Context: an optimization exercise on an open-source flow, tuned for small area. The choices shown serve that exercise and are no tape-out recipe.

==> run a: inputs <==
==> flow/design.v <==
module apb_spi_master (
    input  wire        pclk_i,
    input  wire        rst_n_i,
    input  wire        psel_i,
    input  wire        penable_i,
    input  wire [ 3:0] paddr_i,
    input  wire        pwrite_i,
    input  wire [31:0] pwdata_i,
    output reg  [31:0] prdata_o,
    output wire        pready_o,
    output reg         spi_clk_o,
    output reg         spi_sdo_o,
    output wire        spi_cs_n_o,
    input  wire        spi_sdi_i
);
    always @(posedge pclk_i) begin
        if (fall) rx_wait <= 1'b0;
        else if (rx_done) rx_wait <= 1'b1;
    end
    localparam [2:0] S_IDLE = 3'd0, S_CMD = 3'd1, S_ADDR = 3'd2, S_DUMMY = 3'd3,
                     S_TX = 3'd4, S_RX = 3'd5, S_EOT = 3'd6;
    reg  [ 2:0] state;
    reg  [31:0] reg_cmd;
    reg  [31:0] reg_addr;
    reg  [31:0] reg_len;
    reg  [31:0] reg_wdata;
    reg  [31:0] reg_rdata;
    reg  [15:0] ctrl_div;    
    reg  [13:0] ctrl_mid;    
    reg         ctrl_rx;     
    reg         ctrl_tx;     
    reg         req_rd;      
    reg         req_wr;      
    reg         cmd_b;       
    reg  [ 3:0] req_addr;
    reg  [ 7:0] req_len;
    reg  [15:0] req_wdata;
    reg         tx_busy;
    reg  [15:0] tx_cnt;
    reg         rx_busy;
    reg  [ 7:0] rx_len;
    reg  [15:0] rx_cnt;
    reg  [31:0] rx_data;
    reg         rx_wait;
    reg  [15:0] clk_cnt;
    reg         clk_q;
    wire        st_idle  = state == S_IDLE;
    wire        st_cmd   = state == S_CMD;
    wire        st_addr  = state == S_ADDR;
    wire        st_dummy = state == S_DUMMY;
    wire        st_tx    = state == S_TX;
    wire        st_rx    = state == S_RX;
    wire        st_eot   = state == S_EOT;
    wire        active   = !(st_idle || st_eot);
    wire        tx_phase = st_cmd || st_addr || st_tx;
    assign pready_o   = 1'b1;
    assign spi_cs_n_o = !active;
    function [15:0] inc16;
        input [15:0] x;
        integer i;
        reg c;
        begin
            c = 1'b1;
            for (i = 0; i < 16; i = i + 1) begin
                inc16[i] = x[i] ^ c;
                c = c & x[i];
            end
        end
    endfunction
    wire [15:0] clk_cnt_next = inc16(clk_cnt);
    wire        clk_full     = clk_cnt_next == ctrl_div;
    wire        rise         = clk_q & ~spi_clk_o;
    wire        fall         = ~clk_q & spi_clk_o;
    always @(posedge pclk_i) begin
        clk_cnt <= (clk_full || !active) ? 16'd0 : clk_cnt_next;
    end
    always @(posedge pclk_i or negedge rst_n_i) begin
        if (!rst_n_i) begin
            clk_q     <= 1'b0;
            spi_clk_o <= 1'b0;
        end else begin
            clk_q     <= active && (clk_q ^ clk_full);
            spi_clk_o <= clk_q;
        end
    end
    wire [15:0] tx_cnt_next = inc16(tx_cnt);
    wire [15:0] tx_len      = st_tx ? {8'd0, req_len} : 16'd4;
    wire        tx_done     = fall && (tx_cnt_next == tx_len);
    wire        tx_start    = tx_phase && !tx_busy;
    wire        tx_word     = tx_cnt[4:0] == 5'b11111;
    wire        tx_shift    = fall && tx_busy && (!tx_done || tx_word);
    wire        dummy_two   = tx_cnt[2] && tx_cnt[0];   
    wire        dummy_step  = st_dummy && fall && !dummy_two;
    wire [ 4:0] bit_idx     = tx_start ? 5'd0 : tx_cnt_next[4:0];
    reg         bit_val;
    always @(*) begin
        case (state)
            S_CMD:   bit_val = !bit_idx[0] || (bit_idx[1] && cmd_b);
            S_ADDR:  bit_val = req_addr[~bit_idx[1:0]];
            default: bit_val = !bit_idx[4] && req_wdata[~bit_idx[3:0]];
        endcase
    end
    always @(posedge pclk_i) begin
        if (tx_start) tx_cnt <= 16'd0;
        else if ((tx_busy && fall && !tx_done) || dummy_step) tx_cnt <= tx_cnt_next;
    end
    always @(posedge pclk_i or negedge rst_n_i) begin
        if (!rst_n_i) begin
            tx_busy   <= 1'b0;
            spi_sdo_o <= 1'b0;
        end else begin
            tx_busy <= tx_start || (tx_busy && !tx_done);
            if (tx_start || tx_shift) spi_sdo_o <= bit_val;
        end
    end
    wire [15:0] rx_cnt_next = inc16(rx_cnt);
    wire        rx_done     = rise && (rx_cnt_next == {8'd0, rx_len});
    wire        rx_word     = rise && (rx_cnt == 16'd31);
    wire        rx_start    = !rx_busy && st_rx && ctrl_rx;
    wire        rx_stop     = (rx_busy && rx_word && !ctrl_rx) || rx_done;
    always @(posedge pclk_i or negedge rst_n_i) begin
        if (!rst_n_i) begin
            rx_busy   <= 1'b0;
            rx_len    <= 8'd0;
            rx_cnt    <= 16'd0;
            rx_data   <= 32'd0;
            reg_rdata <= 32'd0;
        end else begin
            if (rx_start) rx_busy <= 1'b1;
            else if (rx_stop) rx_busy <= 1'b0;
            if (st_rx) rx_len <= req_len;
            if (rx_start) rx_cnt <= 16'd0;
            else if (rx_busy && rise) rx_cnt <= rx_cnt_next;
            if (rx_busy && rise) rx_data <= {rx_data[30:0], spi_sdi_i};
            if (!rx_busy) reg_rdata <= rx_data;
        end
    end
    always @(posedge pclk_i) begin
        if (fall) rx_wait <= 1'b0;
        else if (rx_done) rx_wait <= 1'b1;
    end
    wire go_cmd = st_idle && ctrl_tx && (req_rd || req_wr);
    always @(posedge pclk_i or negedge rst_n_i) begin
        if (!rst_n_i) begin
            state     <= S_IDLE;
            req_rd    <= 1'b0;
            req_wr    <= 1'b0;
        end else begin
            case (state)
                S_IDLE:  if (go_cmd) state <= S_CMD;
                S_CMD:   if (tx_done) state <= S_ADDR;
                S_ADDR:  if (tx_done) state <= S_DUMMY;
                S_DUMMY: if (dummy_two) begin
                    if (req_rd) state <= S_RX;
                    else if (req_wr) state <= S_TX;
                end
                S_TX:    if (tx_done) state <= S_EOT;
                S_RX:    if (rx_wait && fall) state <= S_EOT;
                default: state <= S_IDLE;
            endcase
            if (st_eot) begin
                req_rd <= 1'b0;
                req_wr <= 1'b0;
            end else if (st_idle && ctrl_tx) begin
                req_rd    <= reg_cmd[3:0] == 4'hA;
                req_wr    <= reg_cmd[3:0] == 4'hB;
            end
        end
    end
    always @(posedge pclk_i) begin
        if (st_idle) cmd_b <= req_wr;
        if (st_idle && ctrl_tx) begin
            req_addr  <= reg_addr[3:0];
            req_len   <= reg_len[7:0];
            req_wdata <= reg_wdata[15:0];
        end
    end
    wire wr_en   = psel_i && penable_i && pwrite_i;
    wire wr_low  = wr_en && (paddr_i[3:2] == 2'b00);
    wire wr_ctrl = wr_en && (paddr_i == 4'd5);
    always @(posedge pclk_i or negedge rst_n_i) begin
        if (!rst_n_i) begin
            reg_cmd   <= 32'd0;
            reg_addr  <= 32'd0;
            reg_len   <= 32'd0;
            reg_wdata <= 32'd0;
            ctrl_div  <= 16'd0;
            ctrl_mid  <= 14'd0;
            ctrl_rx   <= 1'b0;
            ctrl_tx   <= 1'b0;
        end else begin
            if (wr_en && paddr_i == 4'd0) reg_cmd <= pwdata_i;
            if (wr_en && paddr_i == 4'd1) reg_addr <= pwdata_i;
            if (wr_en && paddr_i == 4'd2) reg_len <= pwdata_i;
            if (wr_en && paddr_i == 4'd3) reg_wdata <= pwdata_i;
            if (wr_ctrl) begin
                ctrl_div <= (pwdata_i[31:16] < 16'd4) ? 16'd4 : pwdata_i[31:16];
                ctrl_mid <= pwdata_i[15:2];
                ctrl_rx  <= pwdata_i[1];
                ctrl_tx  <= pwdata_i[0];
            end else if (!wr_low) begin
                ctrl_mid <= 14'd0;
                ctrl_rx  <= ctrl_rx && !st_eot;
                ctrl_tx  <= ctrl_tx && !st_eot;
            end
        end
    end
    always @(posedge pclk_i or negedge rst_n_i) begin
        if (!rst_n_i) begin
            prdata_o <= 32'd0;
        end else if (psel_i && !pwrite_i) begin
            case (paddr_i)
                4'd0:    prdata_o <= reg_cmd;
                4'd1:    prdata_o <= reg_addr;
                4'd2:    prdata_o <= reg_len;
                4'd3:    prdata_o <= reg_wdata;
                4'd4:    prdata_o <= reg_rdata;
                4'd5:    prdata_o <= {ctrl_div, ctrl_mid, ctrl_rx, ctrl_tx};
                default: prdata_o <= 32'd0;
            endcase
        end
    end
endmodule
==> flow/run.sh <==
#!/bin/bash
# synth_recipe.tcl (not shown) runs the flow's synth.tcl, then flattens the netlist and writes it again
# the make line also repeats each setting of config.mk as NAME=value (left out here)
make -C /OpenROAD-flow-scripts/flow DESIGN_CONFIG=/design/flow/config.mk WORK_HOME=/design/flow/orfs CLKGATE_MAP_FILE= SYNTH_SCRIPT=/design/flow/synth_recipe.tcl finish
==> flow/config.mk <==
export PLATFORM = sky130hd
export DESIGN_NAME = apb_spi_master
export DESIGN_NICKNAME = apb_spi_master
export VERILOG_FILES = /design/flow/design.v
export SDC_FILE = /design/flow/constraint.sdc
export NUM_CORES = 4
export LEC_CHECK = 0
export CAP_MARGIN = 0
export CORE_MARGIN = 2
export CORE_UTILIZATION = 40
export CTS_BUF_LIST = sky130_fd_sc_hd__clkbuf_2 sky130_fd_sc_hd__clkbuf_4 sky130_fd_sc_hd__clkbuf_8
export CTS_CLUSTER_DIAMETER = 60
export CTS_CLUSTER_SIZE = 20
export SLEW_MARGIN = 0
==> flow/constraint.sdc <==
create_clock -name core_clock -period 5.0 [get_ports {pclk_i}]
set_input_delay 1.0000 -clock core_clock [delete_from_list [all_inputs] [get_ports {pclk_i}]]
set_output_delay 1.0000 -clock core_clock [all_outputs]
set_load 0.01 [all_outputs]
==> inputs of run b, as changes to run a <==
--- a/flow/design.v
+++ b/flow/design.v
@@ -13,10 +13,6 @@
     output wire        spi_cs_n_o,
     input  wire        spi_sdi_i
 );
-    always @(posedge pclk_i) begin
-        if (fall) rx_wait <= 1'b0;
-        else if (rx_done) rx_wait <= 1'b1;
-    end
     localparam [2:0] S_IDLE = 3'd0, S_CMD = 3'd1, S_ADDR = 3'd2, S_DUMMY = 3'd3,
                      S_TX = 3'd4, S_RX = 3'd5, S_EOT = 3'd6;
     reg  [ 2:0] state;
@@ -205,19 +201,33 @@
             end
         end
     end
-    always @(posedge pclk_i or negedge rst_n_i) begin
-        if (!rst_n_i) begin
-            prdata_o <= 32'd0;
-        end else if (psel_i && !pwrite_i) begin
-            case (paddr_i)
-                4'd0:    prdata_o <= reg_cmd;
-                4'd1:    prdata_o <= reg_addr;
-                4'd2:    prdata_o <= reg_len;
-                4'd3:    prdata_o <= reg_wdata;
-                4'd4:    prdata_o <= reg_rdata;
-                4'd5:    prdata_o <= {ctrl_div, ctrl_mid, ctrl_rx, ctrl_tx};
-                default: prdata_o <= 32'd0;
-            endcase
-        end
+    wire       rd_en  = psel_i && !pwrite_i;
+    wire [6:0] rd_sel = {!rd_en,
+                         rd_en && paddr_i == 4'd5, rd_en && paddr_i == 4'd4,
+                         rd_en && paddr_i == 4'd3, rd_en && paddr_i == 4'd2,
+                         rd_en && paddr_i == 4'd1, rd_en && paddr_i == 4'd0};
+    wire [31:0] reg_ctrl = {ctrl_div, ctrl_mid, ctrl_rx, ctrl_tx};
+    wire [31:0] rd_next;
+    genvar gi;
+    generate
+        for (gi = 0; gi < 32; gi = gi + 1) begin : g_rd
+            apb_spi_rd_bit u_bit (
+                .sel (rd_sel),
+                .din ({prdata_o[gi], reg_ctrl[gi], reg_rdata[gi], reg_wdata[gi],
+                       reg_len[gi], reg_addr[gi], reg_cmd[gi]}),
+                .dout(rd_next[gi])
+            );
+        end
+    endgenerate
+    always @(posedge pclk_i or negedge rst_n_i) begin
+        if (!rst_n_i) prdata_o <= 32'd0;
+        else prdata_o <= rd_next;
     end
 endmodule
+module apb_spi_rd_bit (
+    input  wire [6:0] sel,
+    input  wire [6:0] din,
+    output wire       dout
+);
+    assign dout = |(sel & din);
+endmodule
==> flow/flow/run.sh (new file) <==
#!/bin/bash
# Standard layout, with the port buffers made of the smallest buffer cell
# (the default picks a much larger delay cell) and a clock tree without
# dummy balancing loads.
set -euo pipefail
export BUFFER_PORTS_ARGS="-buffer_cell sky130_fd_sc_hd__buf_1"
export CTS_ARGS="-sink_clustering_enable -repair_clock_nets -sink_clustering_size 20 -sink_clustering_max_diameter 60 -buf_list {sky130_fd_sc_hd__clkbuf_4 sky130_fd_sc_hd__clkbuf_8 sky130_fd_sc_hd__clkbuf_16} -dont_use_dummy_load"
bash standard.sh > standard_flow.log 2>&1
==> flow/standard.sh (new file) <==
#!/bin/bash
# synth_recipe.tcl (not shown) runs the flow's synth.tcl, then flattens the netlist and writes it again
# the make line also repeats each setting of config.mk as NAME=value (left out here)
make -C /OpenROAD-flow-scripts/flow DESIGN_CONFIG=/design/flow/config.mk WORK_HOME=/design/flow/orfs CLKGATE_MAP_FILE= SYNTH_SCRIPT=/design/flow/synth_recipe.tcl "${@:-finish}"
CAP_MARGIN = 20   (was 0)
CTS_BUF_LIST = default   (was sky130_fd_sc_hd__clkbuf_2 sky130_fd_sc_hd__clkbuf_4 sky130_fd_sc_hd__clkbuf_8)
CTS_CLUSTER_DIAMETER = default   (was 60)
CTS_CLUSTER_SIZE = default   (was 20)
SLEW_MARGIN = 20   (was 0)
SYNTH_HIERARCHICAL = 1   (was default)
SYNTH_MINIMUM_KEEP_SIZE = 0   (was default)
removed: flow/run.sh
==> impl_results.md <==
- CORE AREA: 36,700 um2
- Most frequent cells in the layout: 290 x dfrtp_1, 182 x mux2_2, 121 x nand2_1, 75 x buf_1, 64 x a22oi_1
- Multi-input combinational area share: 0.3605
- TritonCTS Buffers: 27
- NonClk Buf Share: 0.03100
- Largest net degree at the start of global routing: 91
- Synth Area in Simple Gates: 0.09376
- Outcome: complete, no violations
- Post-route insts no fill: 1,708
- Comb_multi_in: 748
(the above is from run b)
==> impl_results.md <==
- Outcome: complete, no violations
- Hold WS: 0.3095 ns
- Synth Area in Simple Gates: 0.09634
- NonClk Buf Share: 0.05773
- CORE AREA: 37,580 um2
- Most frequent cells in the layout: 290 x dfrtp_1, 207 x nand2_1, 180 x mux2_2, 75 x clkdlybuf4s50_1, 64 x a22oi_1
- Post-route insts no fill: 1,853
- Largest net degree at the start of global routing: 119
- TritonCTS Buffers: 30
(the above is from run a)
Function was not checked in any run of this note: the RTL went through the layout flow alone.

what the ideal ports hide:
In the flow no input, the clock included, has a driving cell. The finished layouts below were timed again as built, in two steps. Step 1 sets driving cells, clkbuf_16 on the clock port and buf_2 on the other inputs (assumed; they add their load-dependent delay and slew). Step 2 times the ports against the registers' clock, not the clock port: input delays grow and output delays shrink by t, the midpoint of the rising clock arrivals with the driver on. Three values: ideal, step 1, step 2; two values: the first two.
| run | t (ns) | setup slack, ns | hold WS [ns] |
|---|---|---|---|
| run a | 0.681 | 0.358 / 0.358 / 0.358 | 0.310 / 0.311 / 0.459 |
| run b | 0.583 | 0.291 / 0.291 / 0.291 | 0.461 / 0.461 / 0.461 |
After both steps setup and hold are still met in every run listed.
